Context: an optimization exercise on an open-source flow, tuned for small area and a short achievable clock period. The choices shown serve that exercise and are no tape-out recipe. In this exercise RTL edits were held to simulation tests only and were not proved equivalent to the original. No driver is modelled on the clock port, so clock power and skew are understated where the tree is cut down; a real chip needs a root buffer or a tree. Power is estimated from default activity; no workload was simulated.

==> flow/design.v (excerpt) <==
module fifo #(
    parameter N = 32,
    parameter depth = 3  
)(
    input wire clk,
    input wire reset,
    input wire wr_en,
    input wire rd_en,
    input [N-1:0] din,
    output reg [N-1:0] dout,
    output reg full,
    output reg empty
);
clock: 3.0 ns
lec_check: 0
cap_margin: 20
core_margin: 2
core_utilization: 55
cts_cluster_diameter: 100
cts_cluster_size: 30
setup_slack_margin: 1.4
slew_margin: 20
synth_hierarchical: 1
synth_minimum_keep_size: 0
standard.sh (not shown) runs the stock make flow with config.mk's settings and CLKGATE_MAP_FILE= SYNTH_SCRIPT=/design/flow/synth_recipe.tcl, a recipe that flattens the netlist after the stock synthesis.
==> flow/flow/run.sh <==
#!/bin/bash
# Own layout flow: the standard synthesis unchanged, then the standard ORFS
# layout with smaller port buffers, without the delay buffer cells, and with a
# clock tree one level shallower (see cts_hook.tcl).
set -euo pipefail
here=$(pwd)

bash standard.sh synth > synth.log 2>&1

platform_dont_use="sky130_fd_sc_hd__probe_p_8 sky130_fd_sc_hd__probec_p_8 sky130_fd_sc_hd__lpflow_bleeder_1 sky130_fd_sc_hd__lpflow_clkbufkapwr_1 sky130_fd_sc_hd__lpflow_clkbufkapwr_16 sky130_fd_sc_hd__lpflow_clkbufkapwr_2 sky130_fd_sc_hd__lpflow_clkbufkapwr_4 sky130_fd_sc_hd__lpflow_clkbufkapwr_8 sky130_fd_sc_hd__lpflow_clkinvkapwr_1 sky130_fd_sc_hd__lpflow_clkinvkapwr_16 sky130_fd_sc_hd__lpflow_clkinvkapwr_2 sky130_fd_sc_hd__lpflow_clkinvkapwr_4 sky130_fd_sc_hd__lpflow_clkinvkapwr_8 sky130_fd_sc_hd__lpflow_decapkapwr_12 sky130_fd_sc_hd__lpflow_decapkapwr_3 sky130_fd_sc_hd__lpflow_decapkapwr_4 sky130_fd_sc_hd__lpflow_decapkapwr_6 sky130_fd_sc_hd__lpflow_decapkapwr_8 sky130_fd_sc_hd__lpflow_inputiso0n_1 sky130_fd_sc_hd__lpflow_inputiso0p_1 sky130_fd_sc_hd__lpflow_inputiso1n_1 sky130_fd_sc_hd__lpflow_inputiso1p_1 sky130_fd_sc_hd__lpflow_inputisolatch_1 sky130_fd_sc_hd__lpflow_isobufsrc_1 sky130_fd_sc_hd__lpflow_isobufsrc_16 sky130_fd_sc_hd__lpflow_isobufsrc_2 sky130_fd_sc_hd__lpflow_isobufsrc_4 sky130_fd_sc_hd__lpflow_isobufsrc_8 sky130_fd_sc_hd__lpflow_isobufsrckapwr_16 sky130_fd_sc_hd__lpflow_lsbuf_lh_hl_isowell_tap_1 sky130_fd_sc_hd__lpflow_lsbuf_lh_hl_isowell_tap_2 sky130_fd_sc_hd__lpflow_lsbuf_lh_hl_isowell_tap_4 sky130_fd_sc_hd__lpflow_lsbuf_lh_isowell_4 sky130_fd_sc_hd__lpflow_lsbuf_lh_isowell_tap_1 sky130_fd_sc_hd__lpflow_lsbuf_lh_isowell_tap_2 sky130_fd_sc_hd__lpflow_lsbuf_lh_isowell_tap_4"
extra_dont_use="sky130_fd_sc_hd__clkdlybuf4s* sky130_fd_sc_hd__dlygate* sky130_fd_sc_hd__dlymetal*"

bash standard.sh \
  "BUFFER_PORTS_ARGS=-buffer_cell sky130_fd_sc_hd__buf_2" \
  "PRE_GLOBAL_PLACE_TCL=$here/flow/io_hook.tcl" \
  "DONT_USE_CELLS=$platform_dont_use $extra_dont_use" \
  "PRE_CTS_TCL=$here/flow/cts_hook.tcl" \
  finish > layout.log 2>&1
==> flow/flow/io_hook.tcl <==
# PRE_GLOBAL_PLACE hook: every port still gets a buffer, but the inputs, which
# have ample slack, get the smallest one and the outputs a buf_2.
rename buffer_ports my_orig_buffer_ports
proc buffer_ports {args} {
  my_orig_buffer_ports -inputs -buffer_cell sky130_fd_sc_hd__buf_1
  my_orig_buffer_ports -outputs -buffer_cell sky130_fd_sc_hd__buf_2
}
Other scripts of this flow, unchanged in this note and not shown: flow/flow/cts_hook.tcl
The starting point finished clean.
Then changed:
--- a/flow/flow/run.sh
+++ b/flow/flow/run.sh
@@ -15 +14,0 @@
-  "PRE_GLOBAL_PLACE_TCL=$here/flow/io_hook.tcl" \
- CORE_UTILIZATION: 55 -> 50
removed: flow/flow/io_hook.tcl
Outcome:
- The changed run completed without violations
- critical path depth came out higher by 1
- global-route usage came out higher by 0.17 points
- utilization came out lower by 4.0 points
- sequential share of layout area came out lower by 1.6 points
- worst setup slack is better by 0.073 ns
- combinational power came out higher by about a fifth
- first-iteration DRC count came out lower by a little under a tenth

## yarrow
fifo again, from the RTL that the note above started with.
clock: 3.0 ns
lec_check: 0
cap_margin: 20
core_margin: 2
core_utilization: 55
cts_cluster_diameter: 100
cts_cluster_size: 30
setup_slack_margin: 1.35
slew_margin: 20
synth_hierarchical: 1
synth_minimum_keep_size: 0
==> flow/flow/run.sh <==
#!/bin/bash
# Own layout flow: the standard synthesis unchanged, then the standard ORFS
# layout with smaller port buffers, without the delay buffer cells, and with a
# clock tree one level shallower (see cts_hook.tcl).
set -euo pipefail
here=$(pwd)

bash standard.sh synth > synth.log 2>&1

platform_dont_use="sky130_fd_sc_hd__probe_p_8 sky130_fd_sc_hd__probec_p_8 sky130_fd_sc_hd__lpflow_bleeder_1 sky130_fd_sc_hd__lpflow_clkbufkapwr_1 sky130_fd_sc_hd__lpflow_clkbufkapwr_16 sky130_fd_sc_hd__lpflow_clkbufkapwr_2 sky130_fd_sc_hd__lpflow_clkbufkapwr_4 sky130_fd_sc_hd__lpflow_clkbufkapwr_8 sky130_fd_sc_hd__lpflow_clkinvkapwr_1 sky130_fd_sc_hd__lpflow_clkinvkapwr_16 sky130_fd_sc_hd__lpflow_clkinvkapwr_2 sky130_fd_sc_hd__lpflow_clkinvkapwr_4 sky130_fd_sc_hd__lpflow_clkinvkapwr_8 sky130_fd_sc_hd__lpflow_decapkapwr_12 sky130_fd_sc_hd__lpflow_decapkapwr_3 sky130_fd_sc_hd__lpflow_decapkapwr_4 sky130_fd_sc_hd__lpflow_decapkapwr_6 sky130_fd_sc_hd__lpflow_decapkapwr_8 sky130_fd_sc_hd__lpflow_inputiso0n_1 sky130_fd_sc_hd__lpflow_inputiso0p_1 sky130_fd_sc_hd__lpflow_inputiso1n_1 sky130_fd_sc_hd__lpflow_inputiso1p_1 sky130_fd_sc_hd__lpflow_inputisolatch_1 sky130_fd_sc_hd__lpflow_isobufsrc_1 sky130_fd_sc_hd__lpflow_isobufsrc_16 sky130_fd_sc_hd__lpflow_isobufsrc_2 sky130_fd_sc_hd__lpflow_isobufsrc_4 sky130_fd_sc_hd__lpflow_isobufsrc_8 sky130_fd_sc_hd__lpflow_isobufsrckapwr_16 sky130_fd_sc_hd__lpflow_lsbuf_lh_hl_isowell_tap_1 sky130_fd_sc_hd__lpflow_lsbuf_lh_hl_isowell_tap_2 sky130_fd_sc_hd__lpflow_lsbuf_lh_hl_isowell_tap_4 sky130_fd_sc_hd__lpflow_lsbuf_lh_isowell_4 sky130_fd_sc_hd__lpflow_lsbuf_lh_isowell_tap_1 sky130_fd_sc_hd__lpflow_lsbuf_lh_isowell_tap_2 sky130_fd_sc_hd__lpflow_lsbuf_lh_isowell_tap_4"
extra_dont_use="sky130_fd_sc_hd__clkdlybuf4s* sky130_fd_sc_hd__dlygate* sky130_fd_sc_hd__dlymetal*"

bash standard.sh \
  "BUFFER_PORTS_ARGS=-buffer_cell sky130_fd_sc_hd__buf_2" \
  "DONT_USE_CELLS=$platform_dont_use $extra_dont_use" \
  "PRE_CTS_TCL=$here/flow/cts_hook.tcl" \
  finish > layout.log 2>&1
==> flow/flow/cts_hook.tcl <==
# PRE_CTS hook: after TritonCTS builds the tree, replace its upper levels by
# NROOT root buffers driven straight from the clock port, each placed at the
# centre of the group of sink-cluster (leaf) buffers it drives. Every register
# still sees the same number of buffer levels (root, leaf), so the tree stays
# balanced; it only gets one level shallower.
proc rebuild_clock_roots {nroot master_name} {
  set block [ord::get_db_block]
  set db [ord::get_db]
  set master [$db findMaster $master_name]
  set port_net [$block findNet clk]
  set leaves {}
  set others {}
  foreach inst [$block getInsts] {
    set name [$inst getName]
    if {[string match "clkbuf_leaf_*" $name]} { lappend leaves $inst } elseif {[string match "clkbuf_*" $name]} { lappend others $inst }
  }
  # remove the upper levels
  foreach inst $others {
    set outIT [$inst findITerm X]; set onet [$outIT getNet]
    $outIT disconnect; [$inst findITerm A] disconnect
    odb::dbInst_destroy $inst
    # dummy loads CTS hung on this level go with it
    foreach it [$onet getITerms] {
      set load [$it getInst]
      if {[string match "clkload*" [$load getName]]} { odb::dbInst_destroy $load }
    }
    if {[$onet getName] != "clk"} { odb::dbNet_destroy $onet }
  }
  # leaf locations
  set pts {}
  foreach l $leaves {
    set bb [$l getBBox]
    lappend pts [list $l [expr {([$bb xMin]+[$bb xMax])/2}] [expr {([$bb yMin]+[$bb yMax])/2}]]
  }
  # k-means on leaf locations
  set n [llength $pts]
  set cents {}
  for {set k 0} {$k < $nroot} {incr k} {
    set p [lindex [lsort -integer -index 1 $pts] [expr {int(($k + 0.5) * $n / $nroot)}]]
    lappend cents [list [lindex $p 1] [lindex $p 2]]
  }
  for {set it 0} {$it < 50} {incr it} {
    set groups {}
    for {set k 0} {$k < $nroot} {incr k} { lappend groups {} }
    foreach p $pts {
      set best 0; set bd 1e18
      for {set k 0} {$k < $nroot} {incr k} {
        set c [lindex $cents $k]
        set d [expr {abs([lindex $p 1]-[lindex $c 0]) + abs([lindex $p 2]-[lindex $c 1])}]
        if {$d < $bd} { set bd $d; set best $k }
      }
      lset groups $best [concat [lindex $groups $best] [list $p]]
    }
    set cents {}
    foreach g $groups {
      if {[llength $g] == 0} { lappend cents {0 0}; continue }
      set sx 0; set sy 0
      foreach p $g { set sx [expr {$sx + [lindex $p 1]}]; set sy [expr {$sy + [lindex $p 2]}] }
      lappend cents [list [expr {$sx / [llength $g]}] [expr {$sy / [llength $g]}]]
    }
  }
  set k 0
  foreach g $groups c $cents {
    if {[llength $g] == 0} continue
    set inst [odb::dbInst_create $block $master "clkbuf_root_$k"]
    $inst setLocation [lindex $c 0] [lindex $c 1]
    $inst setPlacementStatus PLACED
    set net [odb::dbNet_create $block "clknet_root_$k"]
    $net setSigType CLOCK
    [$inst findITerm A] connect $port_net
    [$inst findITerm X] connect $net
    foreach p $g { [[lindex $p 0] findITerm A] disconnect; [[lindex $p 0] findITerm A] connect $net }
    incr k
  }
  puts "rebuilt clock roots: $k roots over [llength $leaves] leaves"
}

rename clock_tree_synthesis my_orig_clock_tree_synthesis
proc clock_tree_synthesis {args} {
  my_orig_clock_tree_synthesis {*}$args
  rebuild_clock_roots 4 sky130_fd_sc_hd__clkbuf_16
}
Both conditions hold for yarrow: the flow ran to the end and the final layout passed the timing, design-rule and antenna checks.
### yarrow -> sierra
Settings: CORE_UTILIZATION changed from 55 to 65; SETUP_SLACK_MARGIN changed from 1.35 to 1.45.
--- a/flow/flow/cts_hook.tcl
+++ b/flow/flow/cts_hook.tcl
@@ -78,5 +78,5 @@
 rename clock_tree_synthesis my_orig_clock_tree_synthesis
 proc clock_tree_synthesis {args} {
-  my_orig_clock_tree_synthesis {*}$args
+  my_orig_clock_tree_synthesis {*}$args -dont_use_dummy_load
   rebuild_clock_roots 4 sky130_fd_sc_hd__clkbuf_16
 }
## What came out
- Delta (sierra minus yarrow): number of nets in the final layout now sits higher, wire length of the first global-routing pass now sits higher, core region area now sits lower, combinational group share of total power now sits higher, total via count after detailed routing now sits higher.
- sierra: total chip power about 1.6% below yarrow
- In the tables for sierra and yarrow, iteration count of the initial detailed-routing pass reads higher with sierra.
The following lists how raven was set up differently from sierra:
Settings: SETUP_SLACK_MARGIN: 1.45 -> 1.5; CORE_UTILIZATION: 65 -> 55.
--- a/flow/flow/cts_hook.tcl
+++ b/flow/flow/cts_hook.tcl
@@ -78,5 +78,5 @@
 rename clock_tree_synthesis my_orig_clock_tree_synthesis
 proc clock_tree_synthesis {args} {
-  my_orig_clock_tree_synthesis {*}$args -dont_use_dummy_load
+  my_orig_clock_tree_synthesis {*}$args
   rebuild_clock_roots 4 sky130_fd_sc_hd__clkbuf_16
 }
==> comparison <==
Looking at critical path depth across sierra and raven, the one that comes out lower is raven.
Compared with sierra, in raven number of antenna repair diodes saw a decrease; sequential cell area share saw a decrease; wire length saw an increase.
Here is what was changed in the inputs of lagoon compared with raven.
Settings: SETUP_SLACK_MARGIN: 1.5 -> 1.45.
--- a/flow/flow/run.sh
+++ b/flow/flow/run.sh
@@ -15,3 +15,4 @@
   "DONT_USE_CELLS=$platform_dont_use $extra_dont_use" \
   "PRE_CTS_TCL=$here/flow/cts_hook.tcl" \
+  "SKIP_GATE_CLONING=1" \
   finish > layout.log 2>&1
--- outcome ---
Cmp raven and lagoon / cell area / higher: raven
lagoon -> raven: cell area after placement flat
When lagoon is set beside raven, its fill cell total of the finished layout turns out to be 1.3% larger.
lagoon has less setup slack than raven.
From raven to lagoon, post-synthesis net count did not move at all.
Compared to raven, lagoon has final cell count without fillers 34 lower.
Across both runs, number of nets in the final layout was lower for lagoon than for raven.
In the metrics for raven and lagoon, the one carrying the higher routed wire length is raven.
Here is what was changed in the inputs of garnet compared with lagoon.
Settings: setting TNS_END_PERCENT to 5 for the first time.
--- a/flow/flow/run.sh
+++ b/flow/flow/run.sh
@@ -15,4 +15,3 @@
   "DONT_USE_CELLS=$platform_dont_use $extra_dont_use" \
   "PRE_CTS_TCL=$here/flow/cts_hook.tcl" \
-  "SKIP_GATE_CLONING=1" \
   finish > layout.log 2>&1
### Flow results
Delta(total stage count of the critical path, garnet - lagoon) < 0
Total power of garnet is higher than that of lagoon.
Looking only at combinational-cell power consumption, and setting everything else aside, the lower value of lagoon and garnet goes to lagoon.
Aggregate global-route resource usage, lagoon and garnet, lower one = garnet.
Against lagoon, garnet comes in 0.051 ns lower on worst setup slack.
Clock share of power: lagoon vs garnet, no meaningful difference
The following lists how cedar was set up differently from garnet:
Settings: changing SETUP_SLACK_MARGIN from 1.45 to 1.3; removing TNS_END_PERCENT (formerly 5).
--- a/flow/flow/cts_hook.tcl
+++ b/flow/flow/cts_hook.tcl
@@ -20,9 +20,4 @@
     $outIT disconnect; [$inst findITerm A] disconnect
     odb::dbInst_destroy $inst
-    # dummy loads CTS hung on this level go with it
-    foreach it [$onet getITerms] {
-      set load [$it getInst]
-      if {[string match "clkload*" [$load getName]]} { odb::dbInst_destroy $load }
-    }
     if {[$onet getName] != "clk"} { odb::dbNet_destroy $onet }
   }
[summary]
Weighted congestion reported at the end of routability-driven placement essentially unchanged between cedar and garnet. Compared cedar vs garnet, and fraction of met1 tracks used by global routing is down in cedar. Diff garnet..cedar | switching fraction of total power | negligible. From garnet to cedar the numbers moved as follows: final critical delay including setup and external delays moved up; combinational cell fraction of total power moved down; worst slack on hold paths neither gained nor lost much; total routed wirelength decreased by 1.6 mm relative to the old numbers; core utilization down 0.23 points.

## port drivers added, routing unchanged
No port has a modelled driver above. Below, the same layouts with a new extraction and two added sets of constraints.
Step 1 assumes that a clkbuf_16 drives the clock port and a buf_2 every other input.
Step 2, shift: input delay + t, output delay - t, t = (earliest + latest rising clock arrival at the registers) / 2. This alone moves slack from input paths to output paths.
Slacks: ideal ports / drivers / drivers and shift; pairs: ideal ports / drivers.
run	t (ns)	setup slack, ns	worst setup path after step 2	worst data-port slew with drivers (ns)
the first run of note 1	0.388	1.319 / 1.319 / 0.992	input to register	0.06
the second run of note 1	0.404	1.392 / 1.348 / 1.104	input to register	0.07
yarrow	0.400	1.304 / 1.305 / 1.006	input to register	0.06
sierra	0.393	1.339 / 1.339 / 1.090	input to register	0.06
raven	0.402	1.461 / 1.367 / 1.148	input to register	0.06
lagoon	0.392	1.382 / 1.372 / 1.048	input to register	0.06
garnet	0.399	1.331 / 1.331 / 1.013	input to register	0.05
cedar	0.397	1.313 / 1.313 / 1.065	input to register	0.04
After both steps every run listed still meets setup and hold. For lagoon, which loses most, drivers alone change the setup slack by -0.010 ns; drivers and shift together by -0.334 ns.
